This is an optimization exercise on Yosys and OpenROAD, whose aim is small area, a short achievable clock period and few clock cycles, not a production implementation.
RTL that was checked went through simulation tests only; none was proved equivalent to the original.
No activity file was given, so power comes from the tool's default toggle rates.

Design rle, start of the top module:
module rle (
	clk,
	nreset,
	start,
	message_addr,
	message_size,
	rle_addr,
	rle_size,
	done,
	port_A_data_in,
	port_A_data_out,
	port_A_addr,
	port_A_we
	);
Size in the first run: roughly 610 cells after synthesis, roughly 210 I/O pins, roughly 7100 sq um of cells after synthesis.
Settings: LEC_CHECK=0, CAP_MARGIN=20, CORE_MARGIN=2, CORE_UTILIZATION=40, PLACE_DENSITY=0.6, SETUP_SLACK_MARGIN=1.8, SLEW_MARGIN=20; clock period 4.0 ns.
standard.sh (not shown) runs the stock make flow with config.mk's settings and CLKGATE_MAP_FILE= SYNTH_SCRIPT=/design/flow/synth_recipe.tcl, a recipe that flattens the netlist after the stock synthesis.
==> flow/flow/run.sh <==
#!/bin/bash
set -euo pipefail
bash standard.sh "BUFFER_PORTS_ARGS=-buffer_cell sky130_fd_sc_hd__buf_1" finish > standard_flow.log 2>&1
Edit:
- SETUP_SLACK_MARGIN: 1.8 -> 2.0
Worst setup slack got worse by 0.034 ns; synthesized area is unchanged; via count came out higher by 0.81%; core utilization came out higher by 1.9 points; power came out higher by 4.6%; cell area came out higher by 3.6%; register-to-register slack got worse by 0.03 ns; die area stays the same; non-clock buffer count came out higher by 10; clock-buffer cell count does not change; clock skew is about the same.
Function was not checked in any run of this note: the RTL went through the layout flow alone.

Setup of job 3224:
The RTL this note starts from:
==> flow/design.v <==
module rle (
	clk,
	nreset,
	start,
	message_addr,
	message_size,
	rle_addr,
	rle_size,
	done,
	port_A_data_in,
	port_A_data_out,
	port_A_addr,
	port_A_we
	);
input	clk;
input	nreset;
input	start;
input 	[31:0] message_addr;
input	[31:0] message_size;
input	[31:0] rle_addr;
input   [31:0] port_A_data_out;
output  [31:0] port_A_data_in;
output  [15:0] port_A_addr;
output  port_A_we;
output	[31:0] rle_size;
output	done;
reg        busy, done_r;
reg        we_r;          
reg        wd;            
reg        fin, fin2;     
reg [13:0] R;             
reg [13:0] Wp;            
reg        rdv;           
reg        allin;         
reg        rlast;         
reg [5:0]  wleft;         
reg [31:0] W;
reg [3:1]  rb;            
reg [2:0]  qe;            
reg [1:0]  pos;           
reg [2:0]  sl;            
reg [2:0]  q;             
reg        cons;          
reg        eb;            
reg        sv;            
reg [7:0]  sb;            
reg [2:0]  ssl;           
reg        Wv, last, first, half;
reg [7:0]  val, cnt, runs;
reg [15:0] lo;
wire [1:0] vb = message_size[1:0];      
wire go_start = start & ~busy;
assign port_A_we      = we_r & busy;
assign port_A_addr    = {(we_r ? Wp : R), 2'b00};
assign port_A_data_in = {val, cnt, lo};
assign rle_size       = {23'b0, runs, 1'b0};
assign done           = done_r;
function [2:0] seg;
	input [2:0] n;
	input [2:0] p;
	begin
		case ({n, p})
			{3'd2, 3'd1}, {3'd3, 3'd2}, {3'd4, 3'd3}: seg = 3'd1;
			{3'd3, 3'd1}, {3'd4, 3'd2}:               seg = 3'd2;
			{3'd4, 3'd1}:                             seg = 3'd3;
			default:                                  seg = 3'd4;
		endcase
	end
endfunction
wire       run  = busy & ~fin & ~fin2;
wire       go   = run & Wv & ~sv;
wire       nr   = eb | first;
wire       emit = sv | (go & eb & ~first);
wire [7:0] byt  = W[{pos, 3'b000} +: 8];
wire [2:0] nq   = rb[1] ? 3'd1 : rb[2] ? 3'd2 : rb[3] ? 3'd3 : qe;
wire [3:1] rbn  = rb[1] ? {rb[3:2], 1'b0} : rb[2] ? {rb[3], 2'b00} : 3'b000;
wire       consn = ~|rb;                       
wire       few  = ~((rb[1] & rb[2]) | (rb[1] & rb[3]) | (rb[2] & rb[3]));
wire [3:0] clo  = {1'b0, cnt[2:0]} + {1'b0, sl};
wire [4:0] chi1 = cnt[7:3] + 5'd1;
wire [7:0] cadd = {clo[3] ? chi1 : cnt[7:3], clo[2:0]};
wire [31:0] d = port_A_data_out;
wire [3:0] bl;
assign bl[0] = d[7:0]   != W[31:24];
assign bl[1] = d[15:8]  != d[7:0];
assign bl[2] = d[23:16] != d[15:8];
assign bl[3] = d[31:24] != d[23:16];
wire [3:1] ml;                                            
assign ml[1] = rlast & (vb == 2'd1);
assign ml[2] = rlast & (vb == 2'd1 || vb == 2'd2);
assign ml[3] = rlast & (vb != 2'd0);
wire [3:1] stl = bl[3:1] & ~ml;
wire [2:0] qel = rlast ? {vb == 2'd0, vb} : 3'd4;
wire [2:0] q0  = stl[1] ? 3'd1 : stl[2] ? 3'd2 : stl[3] ? 3'd3 : qel;
wire [3:1] rb0 = stl[1] ? {stl[3:2], 1'b0} : stl[2] ? {stl[3], 2'b00} : 3'b000;
wire land  = busy & rdv;
wire early = land & go & ~cons;       
wire nland = land & ~early;
wire two_l = ~((bl[1] & bl[2]) | (bl[1] & bl[3]) | (bl[2] & bl[3]));
wire free1 = sv    ? (cons | consn) :
             early ? 1'b0 :
             nland ? two_l :
             (go & ~cons) ? few : 1'b1;
wire issue = run & ~we_r & ~allin & free1;
wire first_n = first & ~go;
wire half_n  = half ^ emit;
wire fin_n   = go & cons & last;
wire we_n    = (half_n & ((go & ~cons) | (nland & bl[0] & ~first_n) |
                          (sv & eb) | fin_n)) |
               (fin & ~half);
always @(posedge clk or negedge nreset) begin
	if (!nreset) begin
		busy <= 1'b0;
		done_r <= 1'b0;
		fin <= 1'b0;
		fin2 <= 1'b0;
		rdv <= 1'b0;
		Wv <= 1'b0;
		sv <= 1'b0;
		first <= 1'b1;
		half <= 1'b0;
	end else if (go_start) begin
		busy <= 1'b1;
		done_r <= 1'b0;
		fin <= 1'b0;
		fin2 <= 1'b0;
		rdv <= 1'b0;
		Wv <= 1'b0;
		sv <= 1'b0;
		first <= 1'b1;
		half <= 1'b0;
	end else begin
		rdv <= issue;
		first <= first_n;
		half <= half_n | (fin & ~half);
		fin <= fin_n;
		fin2 <= fin & ~half;
		sv <= early;
		if (land) Wv <= 1'b1;
		else if (go & cons) Wv <= 1'b0;
		if ((fin & half) | fin2) begin
			busy <= 1'b0;
			done_r <= 1'b1;
		end
	end
end
always @(posedge clk) begin
	we_r <= we_n & ~go_start;
	wd <= we_r & ~go_start;
	if (go_start) begin
		R <= message_addr[15:2];
		Wp <= rle_addr[15:2];
		wleft <= message_size[7:2] - {5'd0, (vb == 2'd0)};
		allin <= 1'b0;
		runs <= 8'd0;
	end else begin
		if (issue) R <= R + 14'd1;
		if (wd) Wp <= Wp + 14'd1;
		if (issue) begin
			wleft <= wleft - 6'd1;
			rlast <= (wleft == 6'd0);
			if (wleft == 6'd0) allin <= 1'b1;
		end
		if (emit) begin
			runs <= runs + 8'd1;
			if (!half) lo <= {val, cnt};
		end
		if (sv) begin
			val <= sb;
			cnt <= {5'd0, ssl};
		end
		if (go) begin
			rb <= rbn;
			pos <= q[1:0];
			q <= nq;
			sl <= seg(nq, q);
			cons <= consn;
			eb <= 1'b1;
			if (nr) begin
				val <= byt;
				cnt <= {5'd0, sl};
			end else
				cnt <= cadd;
		end
		if (early) begin
			sb <= W[31:24];
			ssl <= seg(3'd4, q);
		end
		if (land) begin
			W <= d;
			rb <= rb0;
			qe <= qel;
			sl <= q0;
			q <= q0;
			cons <= ~|stl;
			eb <= bl[0];
			last <= rlast;
			pos <= 2'd0;
		end
		if (fin) begin
			runs <= runs + 8'd1;
			if (!half) begin
				lo <= {val, cnt};
				val <= 8'd0;
				cnt <= 8'd0;
			end
		end
	end
end
endmodule
Settings: LEC_CHECK=0, CAP_MARGIN=20, CORE_MARGIN=2, CORE_UTILIZATION=40, CTS_BUF_LIST=sky130_fd_sc_hd__clkbuf_8, PLACE_DENSITY=0.6, SETUP_SLACK_MARGIN=1.8, SLEW_MARGIN=20; clock period 4.0 ns.
Scripts as last shown in full above: flow/flow/run.sh
Job 3224: no failed stages, no open violations at the end
Testbench counts of job 3224, summed over its fixed seeds: cycles 16,803.
[inputs] job 3023 vs job 3224
# job 3224
export LEC_CHECK = 0
export CAP_MARGIN = 20
export CORE_MARGIN = 2
export CORE_UTILIZATION = 40
export CTS_BUF_LIST = sky130_fd_sc_hd__clkbuf_8
export PLACE_DENSITY = 0.6
export SETUP_SLACK_MARGIN = 1.8
export SLEW_MARGIN = 20
create_clock -name core_clock -period 4.0 [get_ports {clk}]
# job 3023
export LEC_CHECK = 0
export CAP_MARGIN = 20
export CORE_MARGIN = 2
export CORE_UTILIZATION = 40
export CTS_BUF_LIST = sky130_fd_sc_hd__clkbuf_8
export PLACE_DENSITY = 0.6
export SETUP_SLACK_MARGIN = 1.9
export SLEW_MARGIN = 20
create_clock -name core_clock -period 4.0 [get_ports {clk}]
Results
- Job 3023 | status: complete | timing, DRC, antenna: pass
- Total combinational power was higher in the run labelled job 3023.
- As far as count of pins over their slew limit goes, job 3023 and job 3224 are indistinguishable; the numbers are identical.
- Side by side, number of gates resized after CTS turned out higher in job 3023 than in job 3224.
- Job 3224 and job 3023 ended up with nearly the same clock insertion delay at the later pin of the skew report.
Changes in job 9158 relative to job 3023:
# job 3023
export LEC_CHECK = 0
export CAP_MARGIN = 20
export CORE_MARGIN = 2
export CORE_UTILIZATION = 40
export CTS_BUF_LIST = sky130_fd_sc_hd__clkbuf_8
export PLACE_DENSITY = 0.6
export SETUP_SLACK_MARGIN = 1.9
export SLEW_MARGIN = 20
create_clock -name core_clock -period 4.0 [get_ports {clk}]
# job 9158
export LEC_CHECK = 0
export CAP_MARGIN = 20
export CORE_MARGIN = 2
export CORE_UTILIZATION = 50
export CTS_BUF_LIST = sky130_fd_sc_hd__clkbuf_8
export PLACE_DENSITY = 0.7
export SETUP_SLACK_MARGIN = 1.8
export SLEW_MARGIN = 20
create_clock -name core_clock -period 4.0 [get_ports {clk}]
## What came out
In job 9158 the final area turned out 240 µm² lower than in job 3023.
Job 9158 -> job 3023: number of antenna cells inserted delta 0, exact match
The critical path data arrival time of job 9158 exceeds that of job 3023 by 20 ps.
Looking at proportion of cell area occupied by registers across job 9158 and job 3023, the one that comes out higher is job 9158.
Job 9158 vs. job 3023: first-pass GRT wire length -about 2.8%, final critical-path required period +18 ps.
Summary of job 9158 over job 3023: share of cell area taken by multi-input logic gates +0.44 points; setup clock skew after layout held; total chip power shrank by 2.2%; minimum setup slack in the final design went down; count of vias placed by the detailed router was more or less identical.
[inputs] job 6181 vs job 9158
# job 9158
export LEC_CHECK = 0
export CAP_MARGIN = 20
export CORE_MARGIN = 2
export CORE_UTILIZATION = 50
export CTS_BUF_LIST = sky130_fd_sc_hd__clkbuf_8
export PLACE_DENSITY = 0.7
export SETUP_SLACK_MARGIN = 1.8
export SLEW_MARGIN = 20
create_clock -name core_clock -period 4.0 [get_ports {clk}]
# job 6181
export LEC_CHECK = 0
export CAP_MARGIN = 20
export CORE_MARGIN = 2
export CORE_UTILIZATION = 40
export PLACE_DENSITY = 0.6
export SETUP_SLACK_MARGIN = 1.8
export SLEW_MARGIN = 20
create_clock -name core_clock -period 4.0 [get_ports {clk}]
==> comparison <==
The run showing the smaller relative area of non-clock buffer cells in the final design is job 6181. As of job 6181, routed wire length on met2 had risen by a few percent compared to job 9158. On delay of the slowest critical-path stage, job 9158 and job 6181 are basically level. Of job 9158 and job 6181, the run reporting the higher die extent in x was job 6181. Changes observed in job 6181 relative to job 9158: clock share of power moved up; wire length of the first global-routing pass moved up; final design area excluding fillers moved up; die area moved up; count of buffers not belonging to the clock network in the layout moved down.
The inputs of job 9566 differ from those of job 6181 as listed below.
# job 6181
export LEC_CHECK = 0
export CAP_MARGIN = 20
export CORE_MARGIN = 2
export CORE_UTILIZATION = 40
export PLACE_DENSITY = 0.6
export SETUP_SLACK_MARGIN = 1.8
export SLEW_MARGIN = 20
create_clock -name core_clock -period 4.0 [get_ports {clk}]
# job 9566
export LEC_CHECK = 0
export CAP_MARGIN = 20
export CORE_MARGIN = 2
export CORE_UTILIZATION = 40
export PLACE_DENSITY = 0.6
export SETUP_SLACK_MARGIN = 2.0
export SLEW_MARGIN = 20
export TNS_END_PERCENT = 5
create_clock -name core_clock -period 4.0 [get_ports {clk}]
==> comparison <==
Looking at job 9566 and job 6181, the worst reg2reg path depth is a wash. Compared with job 6181, job 9566 shows a higher via count of the first global-routing pass. Job 9566 gives less global-route wire length before repair than job 6181 did. Comparing the two runs side by side, job 9566 comes out behind job 6181 on total power. Setup slack (job 9566 over job 6181): increase, 32 ps. Job 6181 → job 9566: logic gate share of total power went up by 1.9 points; clock power went up by about 3%; post-route minimum period went down by 32 ps; share of the core filled with cells went up by 1.7 points. Fmax: job 9566 above job 6181.
[inputs] job 3000 vs job 9566
# job 9566
export LEC_CHECK = 0
export CAP_MARGIN = 20
export CORE_MARGIN = 2
export CORE_UTILIZATION = 40
export PLACE_DENSITY = 0.6
export SETUP_SLACK_MARGIN = 2.0
export SLEW_MARGIN = 20
export TNS_END_PERCENT = 5
create_clock -name core_clock -period 4.0 [get_ports {clk}]
# job 3000
export LEC_CHECK = 0
export CAP_MARGIN = 20
export CORE_MARGIN = 2
export CORE_UTILIZATION = 40
export CTS_BUF_LIST = sky130_fd_sc_hd__clkbuf_8
export PLACE_DENSITY = 0.6
export SETUP_SLACK_MARGIN = 1.6
export SLEW_MARGIN = 20
create_clock -name core_clock -period 4.0 [get_ports {clk}]
### Flow results
- The number of filler instances in the final layout in job 3000 is 1.06 times that in job 9566.
- Diff job 9566 -> job 3000 | global routing met3 resource utilization | decrease of 0.30 points
- Final worst-path setup slack in job 3000 is 99 ps below job 9566.
- Lower non-clock buffer area fraction after layout was reported by job 3000, not job 9566.
- Job 9566 → job 3000: total wire length decreased 9.3%, sequential share of layout area increased 3.2 points.
- In job 3000 the proportion of power drawn by flip-flops and latches turned out 4.7 points higher than in job 9566.
- Power per unit of standard cell area: job 3000 < job 9566

RTL: the design.v shown in full above, as it stands there.
==> flow/config.mk <==
export PLATFORM = sky130hd
export DESIGN_NAME = rle
export DESIGN_NICKNAME = rle
export VERILOG_FILES = /design/flow/design.v
export SDC_FILE = /design/flow/constraint.sdc
export NUM_CORES = 4
export LEC_CHECK = 0
export CAP_MARGIN = 20
export CORE_MARGIN = 2
export CORE_UTILIZATION = 40
export CTS_BUF_LIST = sky130_fd_sc_hd__clkbuf_8
export PLACE_DENSITY = 0.6
export SETUP_SLACK_MARGIN = 1.7
export SLEW_MARGIN = 20
==> flow/constraint.sdc <==
create_clock -name core_clock -period 4.0 [get_ports {clk}]
set_input_delay 0.8000 -clock core_clock [delete_from_list [all_inputs] [get_ports {clk}]]
set_output_delay 0.8000 -clock core_clock [all_outputs]
set_load 0.01 [all_outputs]
Scripts as last shown in full above: flow/flow/run.sh
The starting point ran to the end with no violations.
Testbench counts at the start, summed over its fixed seeds: cycles 16,803.
==> next run, changes <==
- SETUP_SLACK_MARGIN: 1.7 -> 2.0
Combinational power went up by about 19%.
Die area is unchanged.
Cell area came out higher by about 5%.
Setup slack degrades by 0.0048 ns.
Global-route usage came out higher by 0.69 points.
Routed wire length is higher by 5.9%.
Power increases by 6.6%.
Area after synthesis stays the same.
Hold slack loses 0.0058 ns.
Utilization climbs by 2.4 points.

## before
// rle: RTL as listed in full above, without the edits since
Settings: LEC_CHECK=0, CAP_MARGIN=20, CORE_MARGIN=2, CORE_UTILIZATION=40, PLACE_DENSITY=0.6, SETUP_SLACK_MARGIN=1.8, SLEW_MARGIN=20, TNS_END_PERCENT=5; clock period 4.0 ns.
Scripts as last shown in full above: flow/flow/run.sh
The final layout from before, which completed every stage, passed the timing, design-rule and antenna checks at the end of the flow.
Testbench counts of before, summed over its fixed seeds: cycles 16,803.
Changes in after relative to before:
- changing SLEW_MARGIN from 20 to 0
- changing CAP_MARGIN from 20 to 0
- removing TNS_END_PERCENT (formerly 5)
--- outcome ---
- Relative to before, final worst-path setup slack has gone up in after.
- From before to after the numbers moved as follows: combinational power picked up an extra about 4%, number of multi-input logic gates neither gained nor lost much.
- flip-flop to flip-flop as the type of the setup path with the least slack was reported by before, and flip-flop to primary output by after.

Another version of the RTL of rle (not shown whole).
Size: ~130 flip-flops, ~210 I/O pins, about 7300 sq um of cells after synthesis.
==> flow/config.mk <==
export PLATFORM = sky130hd
export DESIGN_NAME = rle
export DESIGN_NICKNAME = rle
export VERILOG_FILES = /design/flow/design.v
export SDC_FILE = /design/flow/constraint.sdc
export NUM_CORES = 4
export LEC_CHECK = 0
export CAP_MARGIN = 20
export CORE_MARGIN = 2
export CORE_UTILIZATION = 40
export PLACE_DENSITY = 0.6
export SLEW_MARGIN = 20
==> flow/constraint.sdc <==
create_clock -name core_clock -period 4.0 [get_ports {clk}]
set_input_delay 0.8000 -clock core_clock [delete_from_list [all_inputs] [get_ports {clk}]]
set_output_delay 0.8000 -clock core_clock [all_outputs]
set_load 0.01 [all_outputs]
run.sh (not shown) runs the stock make flow with config.mk's settings and CLKGATE_MAP_FILE= SYNTH_SCRIPT=/design/flow/synth_recipe.tcl, a recipe that flattens the netlist after the stock synthesis.
Stock flow here: none of the scripts above is used.
Then changed:
Settings changed: SETUP_SLACK_MARGIN set to 1.5.
The new run produced a clean layout; critical path depth increases by 5; wire length rises by 9.4%; non-clock buffer count went up by 46.
Then changed:
Settings changed: ABC_AREA set to 1, SETUP_SLACK_MARGIN 1.5 to not set.
Worst hold slack gets worse by 18 ps.
Sequential power drops by about 2%.
Cell area drops by about 4.6%.
Power drops by about 6%.
Then changed:
Settings changed: ABC_AREA 1 to not set, SETUP_SLACK_MARGIN set to 2.0.
After rerunning:
- area after synthesis drops by 5.0%
- total power rises by 7.5%
- global-route usage goes up by 0.71 points
Function was not checked in any run of this note: the RTL went through the layout flow alone.

## afterwards: timing with drivers on the ports
The results above use ideal ports. As a check the final layouts listed here were re-extracted and re-timed, cells and wires unchanged. Step 1: set_driving_cell puts a clkbuf_16 on clk and a buf_2 on each other input, an assumption about the parent block. Step 2 times the ports against the registers' clock, not the clock port: input delays grow and output delays shrink by t, the midpoint of the rising clock arrivals with the driver on. a / b / c = ideal ports / drivers / drivers and shift; a / b = the first two.
run	shift t [ns]	setup WS [ns]	latest minus earliest clock arrival (ns)	worst register clock-pin slew, ns	pins driven straight from the clock port
the first run of note 1	0.462	1.204 / 1.204 / 1.204	0.009 / 0.009	0.06 / 0.06	1
the second run of note 1	0.455	1.169 / 1.169 / 1.169	0.012 / 0.012	0.06 / 0.06	1
job 3224	0.488	1.770 / 1.732 / 1.441	0.015 / 0.015	0.09 / 0.09	1
job 3023	0.483	1.813 / 1.775 / 1.485	0.016 / 0.017	0.10 / 0.10	1
job 9158	0.491	1.795 / 1.758 / 1.343	0.015 / 0.014	0.09 / 0.09	1
job 6181	0.459	1.812 / 1.767 / 1.445	0.012 / 0.012	0.07 / 0.07	1
job 9566	0.456	1.844 / 1.801 / 1.510	0.012 / 0.012	0.07 / 0.07	1
job 3000	0.499	1.745 / 1.705 / 1.303	0.015 / 0.015	0.10 / 0.10	1
the first run of note 3	0.496	1.755 / 1.714 / 1.366	0.017 / 0.017	0.11 / 0.11	1
the second run of note 3	0.490	1.750 / 1.710 / 1.515	0.015 / 0.016	0.10 / 0.10	1
before	0.463	1.787 / 1.749 / 1.396	0.010 / 0.009	0.07 / 0.07	1
after	0.459	1.812 / 1.767 / 1.445	0.012 / 0.012	0.07 / 0.07	1
the first run of note 5	0.455	0.543 / 0.543 / 0.123	0.011 / 0.012	0.07 / 0.07	1
the second run of note 5	0.458	0.938 / 0.938 / 0.810	0.012 / 0.011	0.06 / 0.06	1
the third run of note 5	0.461	0.568 / 0.568 / 0.568	0.014 / 0.014	0.06 / 0.06	1
the fourth run of note 5	0.460	0.882 / 0.882 / 0.862	0.011 / 0.011	0.06 / 0.06	1
After both steps setup and hold are still met in every run listed. For job 9158, which loses most, drivers alone change the setup slack by -0.037 ns; drivers and shift together by -0.452 ns.
